Context: an optimization exercise on an open-source flow, tuned for small area. The choices shown serve that exercise and are no tape-out recipe.
Only simulation tests tie the RTL to the original design; equivalence was not proved.
No activity file was given, so power comes from the tool's default toggle rates.

## design.v

```verilog
`timescale 1ns / 1ps
        module SPDIFdecoder(
    input SPDIFin,
	 output [1:0] BMCdec,
    input clk,
    input rst,
	 output reg edgeclk,
    output reg clkout,
    output reg [27:0] Dout,
	 output reg [1:0] synccode, 
		output reg parityOK, 
	 output [23:0] AudioL,
	 output [23:0] AudioR,
	 output reg Audioclk
    );
	 localparam [23:0] TIMEOUT = 24'd384; 
	 reg [23:0] AudioL1;
	 reg [23:0] AudioR1;
	 reg SPDIF1;
	 reg SPDIF2;
	 reg [11:0] freqcounter;
	 reg [5:0] timecounter;
	 reg [3:0] timereg;
	 reg [1:0] BMC0;
	 reg [1:0] BMC1;
	 reg [1:0] BMC2;
	 reg [1:0] BMC3;
	 reg [1:0] BMC4;
	 reg [6:0] countbits;
	 reg [1:0] syncreg;
	 reg [27:0] bufdat;
	 reg [27:0] bufdatw;
	 reg [11:0] freqcounterw;
	 wire [1:0] synccodew;
	 wire [1:0] freqselw;
	 wire edgeen;
	 reg [1:0] freqselmax;
	 reg [1:0] freqsel;
	 reg [23:0] AudioLbuf;
	 reg [23:0] AudioRbuf;
	 reg [23:0] timeoutdt;
	 reg noneSIGNAL;
	 assign AudioL=noneSIGNAL?0:AudioL1;
	 assign AudioR=noneSIGNAL?0:AudioR1;
		always @(posedge clk)begin 
		if(rst)begin
			SPDIF1<=0;
			SPDIF2<=0;
			noneSIGNAL<=0;
			edgeclk<=0;
			timereg<=0;
			timecounter<=1;
		end else begin
		SPDIF1<=SPDIFin; 
		SPDIF2<=SPDIF1;
			if((SPDIF1!=SPDIF2)&&(timecounter>3))begin 
			noneSIGNAL<=0;
				edgeclk<=0; 
			timereg<= (timecounter<6'h3f)?(timecounter>>2):0;
			timecounter<=1;
		end else if(timecounter<6'h3f)timecounter<=timecounter+1;
		else noneSIGNAL<=1;
		if(timecounter==2)edgeclk<=1;
		end
	 end
	 assign freqselw=timereg[3]?3:(timereg[2]?2:(timereg[1]?1:0));
	 always @* begin
		freqcounterw=freqcounter;
		if(freqcounter<12'hfff)freqcounterw=freqcounter+1;
	 end
	 always @(posedge clk)begin 
		if(rst)begin
			freqcounter<=0;
			freqselmax<=0;
			freqsel<=0;
		end else begin
		if((freqselw>=freqselmax)||freqcounterw==12'hfff)begin
			freqselmax<=freqselw;
			freqcounter<=0;
		end else freqcounter<=freqcounterw;
		if((freqselw==freqselmax) )freqsel<=freqselmax;
		end
	 end
	 assign BMCdec=(freqsel==0)?0:(timereg>>(freqsel-1));
	 assign synccodew=(BMC3==3)?(BMC2==3?2:(BMC0==3?1:((BMC0==2&&BMC1==1&&BMC2==2)?3:0))):0; 
	 assign edgeen=(timecounter==3);
	 always @* begin
		bufdatw=bufdat;
		if(countbits>8&&countbits[0]==0)begin
			bufdatw=bufdat>>1;
			bufdatw[27]=BMC4[0];
		end
	 end
	 always @(posedge clk)begin 
		if(rst)begin
		 BMC0<=0;
		 BMC1<=0;
		 BMC2<=0;
		 BMC3<=0;
		 BMC4<=0;
		 countbits<=0;
		 syncreg<=0;
		 bufdat<=0;
		 parityOK<=0;
		 Dout<=0;
		 synccode<=0;
		 clkout<=0;
		 timeoutdt<=0;
		 AudioL1<=0;
		 AudioR1<=0;
		 AudioLbuf<=0;
		 AudioRbuf<=0;
		 Audioclk<=0;
		end else if(edgeen)begin
		 BMC0<=BMCdec;
		 BMC1<=BMC0;
		 BMC2<=BMC1;
		 BMC3<=BMC2;
		 BMC4<=BMC3;
		 if(synccodew!=0)begin
			countbits<=3;
			syncreg<=synccodew;
		 end else begin
			countbits<=countbits+BMC3;
		 end
		 bufdat<=bufdatw;
		 if(countbits==7'h40)begin 
			parityOK<=~^bufdatw;
			Dout<=bufdatw;
			synccode<=syncreg;
			clkout<=0;
			if(parityOK)timeoutdt<=0;
			else if(timeoutdt<TIMEOUT)timeoutdt<=timeoutdt+1;
			if(timeoutdt<TIMEOUT)begin
				if((synccode==1)||(synccode==2))begin 
					AudioL1<=AudioLbuf;
					AudioR1<=AudioRbuf;
					if(parityOK)AudioLbuf<=Dout&24'hffffff;
					Audioclk<=0;
				end
				if(synccode==3)begin
					Audioclk<=1;
					if(parityOK)AudioRbuf<=Dout&24'hffffff; 
				end
			end else begin
				AudioL1<=0;
				AudioR1<=0;
				AudioLbuf<=0;
				AudioRbuf<=0;
			end
		 end
		 if(countbits==7'h20)clkout<=1;	 
		end
	 end
endmodule
```

## constraint.sdc

```tcl
create_clock -name core_clock -period 8.0 [get_ports {clk}]
set_input_delay 1.6000 -clock core_clock [delete_from_list [all_inputs] [get_ports {clk}]]
set_output_delay 1.6000 -clock core_clock [all_outputs]
set_load 0.01 [all_outputs]
```

## run.sh

```bash
#!/bin/bash
# synth_recipe.tcl (not shown) runs the flow's synth.tcl, then flattens the netlist and writes it again
# the make line also repeats each setting of config.mk as NAME=value (left out here)
make -C /OpenROAD-flow-scripts/flow DESIGN_CONFIG=/design/flow/config.mk WORK_HOME=/design/flow/orfs CLKGATE_MAP_FILE= SYNTH_SCRIPT=/design/flow/synth_recipe.tcl finish
```

## config.mk

```make
export PLATFORM = sky130hd
export DESIGN_NAME = SPDIFdecoder
export DESIGN_NICKNAME = SPDIFdecoder
export VERILOG_FILES = /design/flow/design.v
export SDC_FILE = /design/flow/constraint.sdc
export NUM_CORES = 4
export LEC_CHECK = 0
export CAP_MARGIN = 20
export CORE_MARGIN = 2
export CORE_UTILIZATION = 40
export PLACE_DENSITY = 0.6
export SLEW_MARGIN = 20
```

==> impl_metrics.py <==
metrics = {
    "power_and_ir_drop": {
        "p_leak_uw": 0.00381,
        "power_uw": 2300,
        "power_density_nw_per_um2": 198,
        "ir_worst_vdd_uv": 137,
    },
    "synthesis": {
        "ys_warn_count": 1,
        "ys_types": 55,
        "synthArstFlopShare_pct": 0,
        "yosysSeqAreaShare_pct": 47.2,
        "syn_area_sq_um": 9710,
        "synth_edf_count": 0,
        "syn_inst": 1145,
        "syn_avg_cell_area_sq_um": 8.48,
        "ys.flop_type": "dfxtp_1",
        "ys_top_cells_by_area": "dfxtp_1 (47%), nand2_1 (6.3%), a21oi_1 (5.9%)",
        "syn_nets": 1161,
        "synth_top_area_cell": "dfxtp_1",
        "synth_seq_cells": 229,
        "synth_top_area_share_pct": 47.2,
    },
    "clock_network": {
        "cts_hold_repair.buffers": 0,
        "clockBufferDepth": 3,
        "post_cts_buffers": 0,
        "clk_pin_slew_ns": 0.06,
        "root_buffer": "clkbuf_16",
        "htree_num_levels": 1,
        "numCtsBuffers": 25,
        "clk_latency_ns": 0.51,
        "clock_sinks": 229,
        "cts_tree": "built",
        "cts_resized": 0,
    },
    "floorplanning": {
        "dieArea_sq_um": 25500,
        "rows": 57,
        "io_pins": 87,
        "die_x_um": 160,
        "core_region_area_sq_um": 24100,
        "die_h_um": 160,
        "initial_core_util_pct": 40.3,
    },
    "cells_and_area": {
        "layout-drive-gt1-share_pct": 5.72,
        "fillers": 2376,
        "areaGrowthSynthToFinish_pct": 19.1,
        "antenna_cells": 0,
        "final_common_cell": "dfxtp_1",
        "fin_nets": 1206,
        "most-common-layout-cells": "dfxtp_1 (229), nand2_1 (164), nor2_1 (126), a21oi_1 (112), clkdlybuf4s50_1 (85)",
        "seqCellArea_sq_um": 4580,
        "multi_input_area_sq_um": 4800,
    },
    "setup_path": {
        "crit_family": "buffers and inverters",
        "cp_max_fo": 6,
        "setup.worst_path.class": "reg -> out",
        "worstPathRequired_ns": 6.40,
        "start_kind": "flop",
        "crit_path_start": "freqsel[0]",
        "crit_path_top_delay_cell": "clkdlybuf4s50_1",
        "r2r_cells": 6,
        "reg2reg_setup_slack_ns": 4.57,
        "cp_cell_sequence": "inv_1 -> ha_1 -> nor3b_1 -> a21oi_1 -> a2111oi_0 -> clkdlybuf4s50_1",
        "critPathBufInv": 2,
        "rr_startpoint": "timecounter[2]",
        "cpPeakStageDelay_ns": 0.66,
        "cp-end-kind": "output port",
        "timing.rr.end": "AudioRbuf[0]",
        "crit_arrival_ns": 2.79,
    },
    "timing": {
        "setup_tns_ns": 0,
        "worst_slew_pin_slew_ns": 1.04,
        "relSlewSlack_pct": 30.5,
        "max_freq_mhz": 228,
        "rsz0062_at_grt": "no",
        "finalCriticalPeriod_ns": 4.39,
        "fin_crit_sh_pct": 54.9,
        "worst_clock_skew_ns": 0.0140,
        "hold_viol_final": 0,
        "final_max_slew_viol_count": 0,
        "setup_viol": 0,
    },
    "grt": {
        "globalRouteOverflowTotal": 0,
        "grt_pass1_wl_um": 38900,
        "grt_max_degree": 100,
        "grt_usage_pct": 18.1,
        "grt_pass1_vias": 7516,
        "antenna_found_initial": 0,
    },
    "min_path": {
        "min_to": "timeoutdt[8]",
        "hold_start": "timeoutdt[8]",
        "hold_class": "reg -> reg",
        "min_path_cells": 2,
    },
    "placement": {
        "numPortBuffers": 86,
        "globalplace.congestion": 0.826,
        "hpwl_um": 14900,
    },
    "run_status": {
        "outcome": "no timing/DRC/antenna violations",
    },
    "detailed_routing": {
        "dr.pass1.iters": 4,
        "post-route-drc-count": 0,
        "drtAntennaViolNets": 0,
        "drt_wl_total_um": 23700,
        "drt_iter0_markers": 454,
        "wl_per_cell_um": 15.5,
        "viasPerCell": 5.20,
        "num_vias": 7957,
    },
    "run": {
        "drv_cap": 0,
    },
}
==> through the flow <==
stage	hold WS [ns]	utilization (%)	setup slack (ns)	std cells	area, sq um
after global routing	0.472	48.0	3.37	1530	11600
final	0.451	48.0	3.61	1530	11600
after CTS	0.456	48.0	3.60	1530	11600
after detailed placement	0.437	44.8	4.16	1487	10800
after floorplan	0.421	-	4.69	1145	9710
after global placement	0.433	44.8	4.29	1487	10800
==> worst reg2reg max path: stages, from the launching register on <==
cell     delay (ns)
dfxtp_1        0.37
nor4_2         0.49
and2_1         0.74
nand2_1        0.68
a21o_1         0.69
nand2_1        0.22
a21oi_1        0.09
==> logic make-up (layout without fill, tap and decap cells) <==
family                     after synthesis  count (layout)  synth area share, %
AOI/OAI and AO/OA                      248             248                 16.2
xor gates and xnor gates                35              35                 3.87
adders and majority gates               13              13                 1.75
buffers and inverters                   96             157                 3.83
DFF                                    229             229                 47.2
muxes                                   37              37                 3.83
and+or+nand+nor                        487             487                 23.3
==> cells in the mapped netlist, drive strengths merged, types with 5 or more instances <==
| library cell | count |
|---|---|
| inv | 19 |
| nand4 | 5 |
| nor2 | 128 |
| ha | 12 |
| a22oi | 49 |
| and3 | 9 |
| nand2 | 164 |
| mux2i | 36 |
| dfxtp | 229 |
| clkbuf | 69 |
| nor2b | 54 |
| a31oi | 10 |
| nand2b | 5 |
| a21oi | 115 |
| nand3 | 64 |
| nor3 | 16 |
| xnor3 | 5 |
| o21ai | 13 |
| buf | 8 |
| nor4 | 11 |
| and2 | 10 |
| xnor2 | 24 |
| or2 | 6 |
| a21o | 8 |
| a211oi | 35 |
| xor2 | 6 |
==> metal layers <==
metal,up-vias,global-route usage [%],wire (um)
met2,165,31.2,11200
met1,3712,24.0,11200
met5,-,0,0
li1,4050,-,-
met4,0,4.26,370
met3,30,2.62,973
==> registers in the layout (all words and copies together), names as in the netlist, 2 cells and up <==
| signal | count |
|---|---|
| Dout | 28 |
| bufdat | 28 |
| AudioL1 | 24 |
| AudioLbuf | 24 |
| AudioR1 | 24 |
| AudioRbuf | 24 |
| timeoutdt | 24 |
| freqcounter | 12 |
| countbits | 7 |
| timecounter | 6 |
| timereg | 4 |
| BMC0 | 2 |
| BMC1 | 2 |
| BMC2 | 2 |
| BMC3 | 2 |
| freqsel | 2 |
| freqselmax | 2 |
| synccode | 2 |
| syncreg | 2 |
==> worst max-delay path by stage <==
stage	cells after the start	to
global route	6	BMCdec[0]
global placement	6	BMCdec[0]
CTS	6	BMCdec[0]
finish	6	BMCdec[0]
floorplan	5	BMCdec[0]
detailed placement	6	BMCdec[0]
==> power breakdown <==
part | switching [uW] | internal (uW)
combinational | 40.0 | 15.7
clock | 449 | 635
sequential | 8.36 | 1150
total | 497 | 1800
==> layout make-up <==
| class | instances | area share [%] |
|---|---|---|
| multi-input cells | 820 | 41.5 |
| clock buffers | 35 | 6.34 |
| repair buffers | 95 | 8.04 |
| well taps | 324 | 3.50 |
| clock inverters | 8 | 0.379 |
| flip-flops and latches | 229 | 39.6 |
| inverters | 19 | 0.617 |

-- separate check: timing with driven ports --
The results above use ideal ports. As a check the final layout listed here was re-extracted and re-timed, cells and wires unchanged. Step 1: set_driving_cell puts a clkbuf_16 on clk and a buf_2 on each other input, an assumption about the parent block. Step 2 also shifts input and output timing later by t, the mid clock arrival at the registers, as if the neighbouring blocks saw the same clock. a / b / c = ideal / step 1 / step 2; a / b = the first two.
shift t [ns]: 0.549
setup WS [ns]: 3.607 / 3.561 / 4.110
worst setup path at the end: register to output
clock arrival spread, ns: 0.014 / 0.014
cell pins on the clock port's net: 1
After both steps setup and hold are still met in this run. For this run, drivers alone change the setup slack by -0.046 ns; drivers and shift together by +0.503 ns.
